Context: an optimization exercise on an open-source flow, tuned for small area, a short achievable clock period and few clock cycles. The choices shown serve that exercise and are no tape-out recipe.
At most, simulation tests tie the RTL to the original design; equivalence was not proved.
Power figures rest on the tool's default switching activity, not on a simulated workload.

xenon:
==> flow/design.v (excerpt) <==
module DATAPATH(Product, done, clk, multiplicand, multiplier, start, rst);
output [31:0] Product;
output reg done;
input [16:0] multiplicand;
input [16:0] multiplier;
input clk, start, rst;
wire one1 = multiplier[0] ^ 1'b0;
wire two2 = (multiplier[1] & ~multiplier[0] & ~1'b0) | (~multiplier[1] & multiplier[0] & 1'b0);
wire pp3 = ((one1 & multiplicand[0])) ^ multiplier[1];
wire pp4 = ((one1 & multiplicand[1]) | (two2 & multiplicand[0])) ^ multiplier[1];
wire pp5 = ((one1 & multiplicand[2]) | (two2 & multiplicand[1])) ^ multiplier[1];
wire pp6 = ((one1 & multiplicand[3]) | (two2 & multiplicand[2])) ^ multiplier[1];
wire pp7 = ((one1 & multiplicand[4]) | (two2 & multiplicand[3])) ^ multiplier[1];
wire pp8 = ((one1 & multiplicand[5]) | (two2 & multiplicand[4])) ^ multiplier[1];
wire pp9 = ((one1 & multiplicand[6]) | (two2 & multiplicand[5])) ^ multiplier[1];
wire pp10 = ((one1 & multiplicand[7]) | (two2 & multiplicand[6])) ^ multiplier[1];
  ...
clock: 4.0 ns
lec_check: 0
abc_area: 1
cap_margin: 20
core_margin: 2
core_utilization: 40
cts_buf_list: sky130_fd_sc_hd__clkbuf_4 sky130_fd_sc_hd__clkbuf_8
cts_cluster_size: 30
place_density: 0.7
slew_margin: 20
synth_hierarchical: 1
synth_minimum_keep_size: 0
standard.sh (not shown) runs the stock make flow with config.mk's settings and CLKGATE_MAP_FILE= SYNTH_SCRIPT=/design/flow/synth_recipe.tcl, a recipe that flattens the netlist after the stock synthesis.
==> flow/flow/run.sh <==
#!/bin/bash
# Standard layout, with plain buffers (instead of delay buffers) on the ports.
set -euo pipefail
export BUFFER_PORTS_ARGS="-buffer_cell sky130_fd_sc_hd__buf_2"
bash standard.sh > standard.log 2>&1
Testbench counts of xenon, summed over its fixed seeds: cycles 2,400.
diff inputs: xenon => cedar
- CTS_CLUSTER_SIZE: 30 -> unset
- CORE_UTILIZATION: 40 -> 60
- PLACE_DENSITY: 0.7 -> unset
- TNS_END_PERCENT: unset -> 0
- CTS_BUF_LIST: sky130_fd_sc_hd__clkbuf_4 sky130_fd_sc_hd__clkbuf_8 -> unset
Notes after the runs:
- Going from xenon to cedar, the via count of the routed design was found to have gone up by 74.
- The final layout from cedar, which completed every stage, passed the timing, DRC and antenna checks at the end of the flow.
- Relative to xenon, fill cell total of the finished layout has gone down in cedar.
- Taking xenon as the reference, in cedar inverter count of the layout excluding clock inverters barely changed, cell count dropped 8.3%, first-pass iteration count of the detailed router climbed 3, worst setup slack dropped 0.11 ns.
- Sequential share of power in cedar is 0.6 points lower than in xenon
- Standard cell area after detailed placement went down slightly going from xenon to cedar.
- Between cedar and xenon, the global-route usage is higher for cedar.
--- input diff cedar..garnet ---
- CTS_CLUSTER_SIZE now 30, previously not set
- PLACE_DENSITY now 0.75, previously not set
- CTS_BUF_LIST now sky130_fd_sc_hd__clkbuf_4 sky130_fd_sc_hd__clkbuf_8, previously not set
- CORE_UTILIZATION now 40, was 60
- TNS_END_PERCENT no longer set, was 0
-- flow/flow/run.sh --
<<< cedar, line 4
export BUFFER_PORTS_ARGS="-buffer_cell sky130_fd_sc_hd__buf_2"
>>> garnet, line 4
export BUFFER_PORTS_ARGS="-buffer_cell sky130_fd_sc_hd__buf_4"
Findings:
Compared with cedar, garnet improves final critical-path setup slack.
garnet against cedar: post-detailed-placement half-perimeter wirelength decreased 350 um; area fraction in compound gates after synthesis closely matched the old numbers; count of clock-buffer cells in the layout went down; final critical path time including I/O delays and setup shows a reduction of 0.14 ns.

---

Setup of quartz:
Starting RTL as in the previous note.
Settings: LEC_CHECK=0, ABC_AREA=1, CAP_MARGIN=20, CORE_MARGIN=2, CORE_UTILIZATION=40, CTS_BUF_LIST=sky130_fd_sc_hd__clkbuf_4 sky130_fd_sc_hd__clkbuf_8, CTS_CLUSTER_SIZE=30, PLACE_DENSITY=0.75, SETUP_SLACK_MARGIN=0.1, SLEW_MARGIN=20, SYNTH_HIERARCHICAL=1, SYNTH_MINIMUM_KEEP_SIZE=0; clock period 4.0 ns.
run.sh (not shown) runs the stock make flow with config.mk's settings and CLKGATE_MAP_FILE= SYNTH_SCRIPT=/design/flow/synth_recipe.tcl, a recipe that flattens the netlist after the stock synthesis.
Stock flow here: none of the scripts above is used.
Testbench counts of quartz, summed over its fixed seeds: cycles 2,400.
What zinc does differently from quartz at the input level:
Settings: PLACE_DENSITY removed (was 0.75); SETUP_SLACK_MARGIN removed (was 0.1); CORE_UTILIZATION changed from 40 to 60.
==> flow/flow/run.sh (new file) <==
#!/bin/bash
# Standard layout, with plain buffers (instead of delay buffers) on the ports.
set -euo pipefail
export BUFFER_PORTS_ARGS="-buffer_cell sky130_fd_sc_hd__buf_2"
bash standard.sh > standard.log 2>&1
==> flow/standard.sh (new file) <==
#!/bin/bash
# synth_recipe.tcl (not shown) runs the flow's synth.tcl, then flattens the netlist and writes it again
# the make line also repeats each setting of config.mk as NAME=value (left out here)
make -C /OpenROAD-flow-scripts/flow DESIGN_CONFIG=/design/flow/config.mk WORK_HOME=/design/flow/orfs CLKGATE_MAP_FILE= SYNTH_SCRIPT=/design/flow/synth_recipe.tcl "${@:-finish}"
removed: flow/run.sh
[summary]
The higher count of clock-buffer cells in the layout of zinc and quartz is in zinc. Delta (zinc minus quartz): signed area change from the synthesized netlist to the final layout shrank by 13 points; sequential share of layout area grew by 2.2 points; largest net degree at the start of global routing grew by 13%; static leakage shrank by 8.5%; post-route fraction of the period consumed by the critical path shrank by 3.2 points. Total cell area at the placement stage on zinc is down relative to quartz.

---

DATAPATH, a different RTL version from the one above (not shown whole).
For scale: roughly 63 flip-flops, about 70 I/O pins, ~9900 sq um of cells after synthesis.
clock: 4.0 ns
lec_check: 0
abc_area: 1
cap_margin: 20
core_margin: 2
core_utilization: 60
slew_margin: 20
synth_hierarchical: 1
synth_minimum_keep_size: 0
standard.sh (not shown) runs the stock make flow with config.mk's settings and CLKGATE_MAP_FILE= SYNTH_SCRIPT=/design/flow/synth_recipe.tcl, a recipe that flattens the netlist after the stock synthesis.
==> flow/flow/run.sh <==
#!/bin/bash
# Standard layout, with plain buffers (instead of delay buffers) on the ports.
set -euo pipefail
export BUFFER_PORTS_ARGS="-buffer_cell sky130_fd_sc_hd__buf_2"
bash standard.sh > standard.log 2>&1
Rerun with:
==> flow/run.sh (new file) <==
#!/bin/bash
# synth_recipe.tcl (not shown) runs the flow's synth.tcl, then flattens the netlist and writes it again
# the make line also repeats each setting of config.mk as NAME=value (left out here)
make -C /OpenROAD-flow-scripts/flow DESIGN_CONFIG=/design/flow/config.mk WORK_HOME=/design/flow/orfs CLKGATE_MAP_FILE= SYNTH_SCRIPT=/design/flow/synth_recipe.tcl finish
removed: flow/flow/run.sh
removed: flow/standard.sh
Effect: Synthesized area does not change; routed wire length rises by 5.0%; worst setup slack degrades by 0.021 ns; fmax falls by 0.53%; first-iteration DRC count falls by 8.8%; utilization rises by 4.4 points; hold slack improves by 0.37 ns.
No run of this note included a check of the RTL's function; only the layout flow was run.

---

Another version of the RTL of DATAPATH (not shown whole).
Size: ~840 cells after synthesis, ~64 flip-flops, about 8700 um^2 of cells after synthesis.
==> flow/config.mk <==
export PLATFORM = sky130hd
export DESIGN_NAME = DATAPATH
export DESIGN_NICKNAME = DATAPATH
export VERILOG_FILES = /design/flow/design.v
export SDC_FILE = /design/flow/constraint.sdc
export NUM_CORES = 4
export LEC_CHECK = 0
export ABC_AREA = 1
export CAP_MARGIN = 20
export CORE_MARGIN = 2
export CORE_UTILIZATION = 70
export SLEW_MARGIN = 20
export SYNTH_HIERARCHICAL = 1
export SYNTH_MINIMUM_KEEP_SIZE = 0
==> flow/constraint.sdc <==
create_clock -name core_clock -period 4.0 [get_ports {clk}]
set_input_delay 0.8000 -clock core_clock [delete_from_list [all_inputs] [get_ports {clk}]]
set_output_delay 0.8000 -clock core_clock [all_outputs]
set_load 0.01 [all_outputs]
==> flow/flow/run.sh <==
#!/bin/bash
# Standard layout, with plain buffers (instead of delay buffers) on the ports.
set -euo pipefail
export BUFFER_PORTS_ARGS="-buffer_cell sky130_fd_sc_hd__buf_2"
bash standard.sh > standard.log 2>&1
Testbench counts at the start, summed over its fixed seeds: cycles 2,400.
Then changed:
--- a/flow/config.mk
+++ b/flow/config.mk
@@ -11 +11,2 @@
-export CORE_UTILIZATION = 70
+export CORE_UTILIZATION = 60
+export SETUP_SLACK_MARGIN = 0.3
- The new run ran to the end with no violations
- first-iteration DRC count came out lower by 20%
- wire length came out higher by 0.41%
- combinational power barely changes
- global-route usage came out lower by 4.9 points
- sequential cell count is unchanged
- core utilization came out lower by 10 points
Then changed:
--- a/flow/config.mk
+++ b/flow/config.mk
@@ -8 +8 @@
-export ABC_AREA = 1
+export ABC_AREA = 0
@@ -12 +11,0 @@
-export SETUP_SLACK_MARGIN = 0.3
Result: Clock-buffer cell count came out higher by 2; global-route usage is higher by 2.8 points; total power rose by 0.71%; non-clock buffer count is higher by 112; final cell count went up by 47%; setup slack gets worse by 0.22 ns; cell area came out higher by 24%.
Then changed:
--- a/flow/config.mk
+++ b/flow/config.mk
@@ -8 +8 @@
-export ABC_AREA = 0
+export ABC_AREA = 1
What happened: The new run finished clean; power decreases by a few percent; final area decreases by about a fifth; cell count decreases by a quarter to a third.

---

DATAPATH, a different RTL version from the one above (not shown whole).
Size in the first run: ~1100 cells after synthesis, about 64 flip-flops, ~70 I/O pins.
==> flow/config.mk <==
export PLATFORM = sky130hd
export DESIGN_NAME = DATAPATH
export DESIGN_NICKNAME = DATAPATH
export VERILOG_FILES = /design/flow/design.v
export SDC_FILE = /design/flow/constraint.sdc
export NUM_CORES = 4
export LEC_CHECK = 0
export ABC_AREA = 1
export CAP_MARGIN = 20
export CORE_MARGIN = 2
export CORE_UTILIZATION = 60
export SLEW_MARGIN = 20
export SYNTH_HIERARCHICAL = 1
export SYNTH_MINIMUM_KEEP_SIZE = 0
==> flow/constraint.sdc <==
create_clock -name core_clock -period 4.0 [get_ports {clk}]
set_input_delay 0.8000 -clock core_clock [delete_from_list [all_inputs] [get_ports {clk}]]
set_output_delay 0.8000 -clock core_clock [all_outputs]
set_load 0.01 [all_outputs]
run.sh (not shown) runs the stock make flow with config.mk's settings and CLKGATE_MAP_FILE= SYNTH_SCRIPT=/design/flow/synth_recipe.tcl, a recipe that flattens the netlist after the stock synthesis.
Stock flow here: none of the scripts above is used.
Testbench counts at the start, summed over its fixed seeds: cycles 2,400.
Edit:
==> flow/flow/run.sh (new file) <==
#!/bin/bash
# Standard layout, with plain buffers (instead of delay buffers) on the ports.
set -euo pipefail
export BUFFER_PORTS_ARGS="-buffer_cell sky130_fd_sc_hd__buf_2"
bash standard.sh > standard.log 2>&1
==> flow/standard.sh (new file) <==
#!/bin/bash
# synth_recipe.tcl (not shown) runs the flow's synth.tcl, then flattens the netlist and writes it again
# the make line also repeats each setting of config.mk as NAME=value (left out here)
make -C /OpenROAD-flow-scripts/flow DESIGN_CONFIG=/design/flow/config.mk WORK_HOME=/design/flow/orfs CLKGATE_MAP_FILE= SYNTH_SCRIPT=/design/flow/synth_recipe.tcl "${@:-finish}"
removed: flow/run.sh
What happened: The new run completed with no timing, DRC or antenna violations. Worst hold slack degrades by 0.39 ns. Total power came out lower by 11%. Routed wire length went down by 6.1%. Clock-buffer cell count is unchanged. Setup slack is better by 0.15 ns.

==> what the ideal ports hide <==
No port has a modelled driver above. Below, the same layouts with a new extraction and two added sets of constraints.
Step 1 (the two cells are an assumption about what drives the block):
set clk [get_ports {clk}]
set_driving_cell -lib_cell sky130_fd_sc_hd__clkbuf_16 $clk
set_driving_cell -lib_cell sky130_fd_sc_hd__buf_2 [delete_from_list [all_inputs] $clk]
Step 2 times the ports against the registers' clock, not the clock port: input delays grow and output delays shrink by t, the midpoint of the rising clock arrivals with the driver on.
Three values: ideal ports, drivers, drivers and shift; two values: the first two.
| run | t, ns | setup slack, ns | hold slack, ns | slew at the worst register clock pin (ns) | cell pins on the clock port's net |
|---|---|---|---|---|---|
| xenon | 0.407 | 0.326 / 0.291 / -0.050 | 0.569 / 0.558 / 0.965 | 0.08 / 0.08 | 1 |
| cedar | 0.381 | 0.219 / 0.243 / -0.138 | 0.607 / 0.587 / 0.968 | 0.06 / 0.06 | 1 |
| garnet | 0.402 | 0.357 / 0.372 / -0.030 | 0.581 / 0.568 / 0.970 | 0.07 / 0.07 | 1 |
| quartz | 0.408 | 0.103 / 0.120 / -0.288 | 0.950 / 0.935 / 1.343 | 0.07 / 0.07 | 1 |
| zinc | 0.407 | 0.231 / 0.226 / -0.158 | 0.573 / 0.559 / 0.966 | 0.08 / 0.08 | 1 |
| the first run of note 3 | 0.358 | 0.085 / 0.103 / -0.256 | 0.624 / 0.612 / 0.970 | 0.05 / 0.05 | 1 |
| the second run of note 3 | 0.362 | 0.064 / 0.078 / -0.284 | 0.994 / 0.974 / 1.336 | 0.05 / 0.05 | 1 |
| the first run of note 4 | 0.381 | 0.191 / 0.210 / -0.171 | 0.609 / 0.591 / 0.972 | 0.06 / 0.06 | 1 |
| the second run of note 4 | 0.385 | 0.306 / 0.313 / -0.072 | 0.602 / 0.583 / 0.968 | 0.06 / 0.06 | 1 |
| the third run of note 4 | 0.355 | 0.089 / 0.086 / -0.269 | 0.623 / 0.611 / 0.966 | 0.05 / 0.05 | 1 |
| the fourth run of note 4 | 0.382 | 0.201 / 0.223 / -0.159 | 0.608 / 0.585 / 0.967 | 0.06 / 0.06 | 1 |
| the first run of note 5 | 0.363 | 0.053 / 0.052 / -0.311 | 1.010 / 0.993 / 1.356 | 0.05 / 0.05 | 1 |
| the second run of note 5 | 0.358 | 0.204 / 0.217 / -0.142 | 0.624 / 0.606 / 0.964 | 0.05 / 0.05 | 1 |
With both steps, setup timing fails in every run listed, where it was met with ideal ports. For quartz, which loses most, drivers alone change the setup slack by +0.017 ns; drivers and shift together by -0.391 ns.
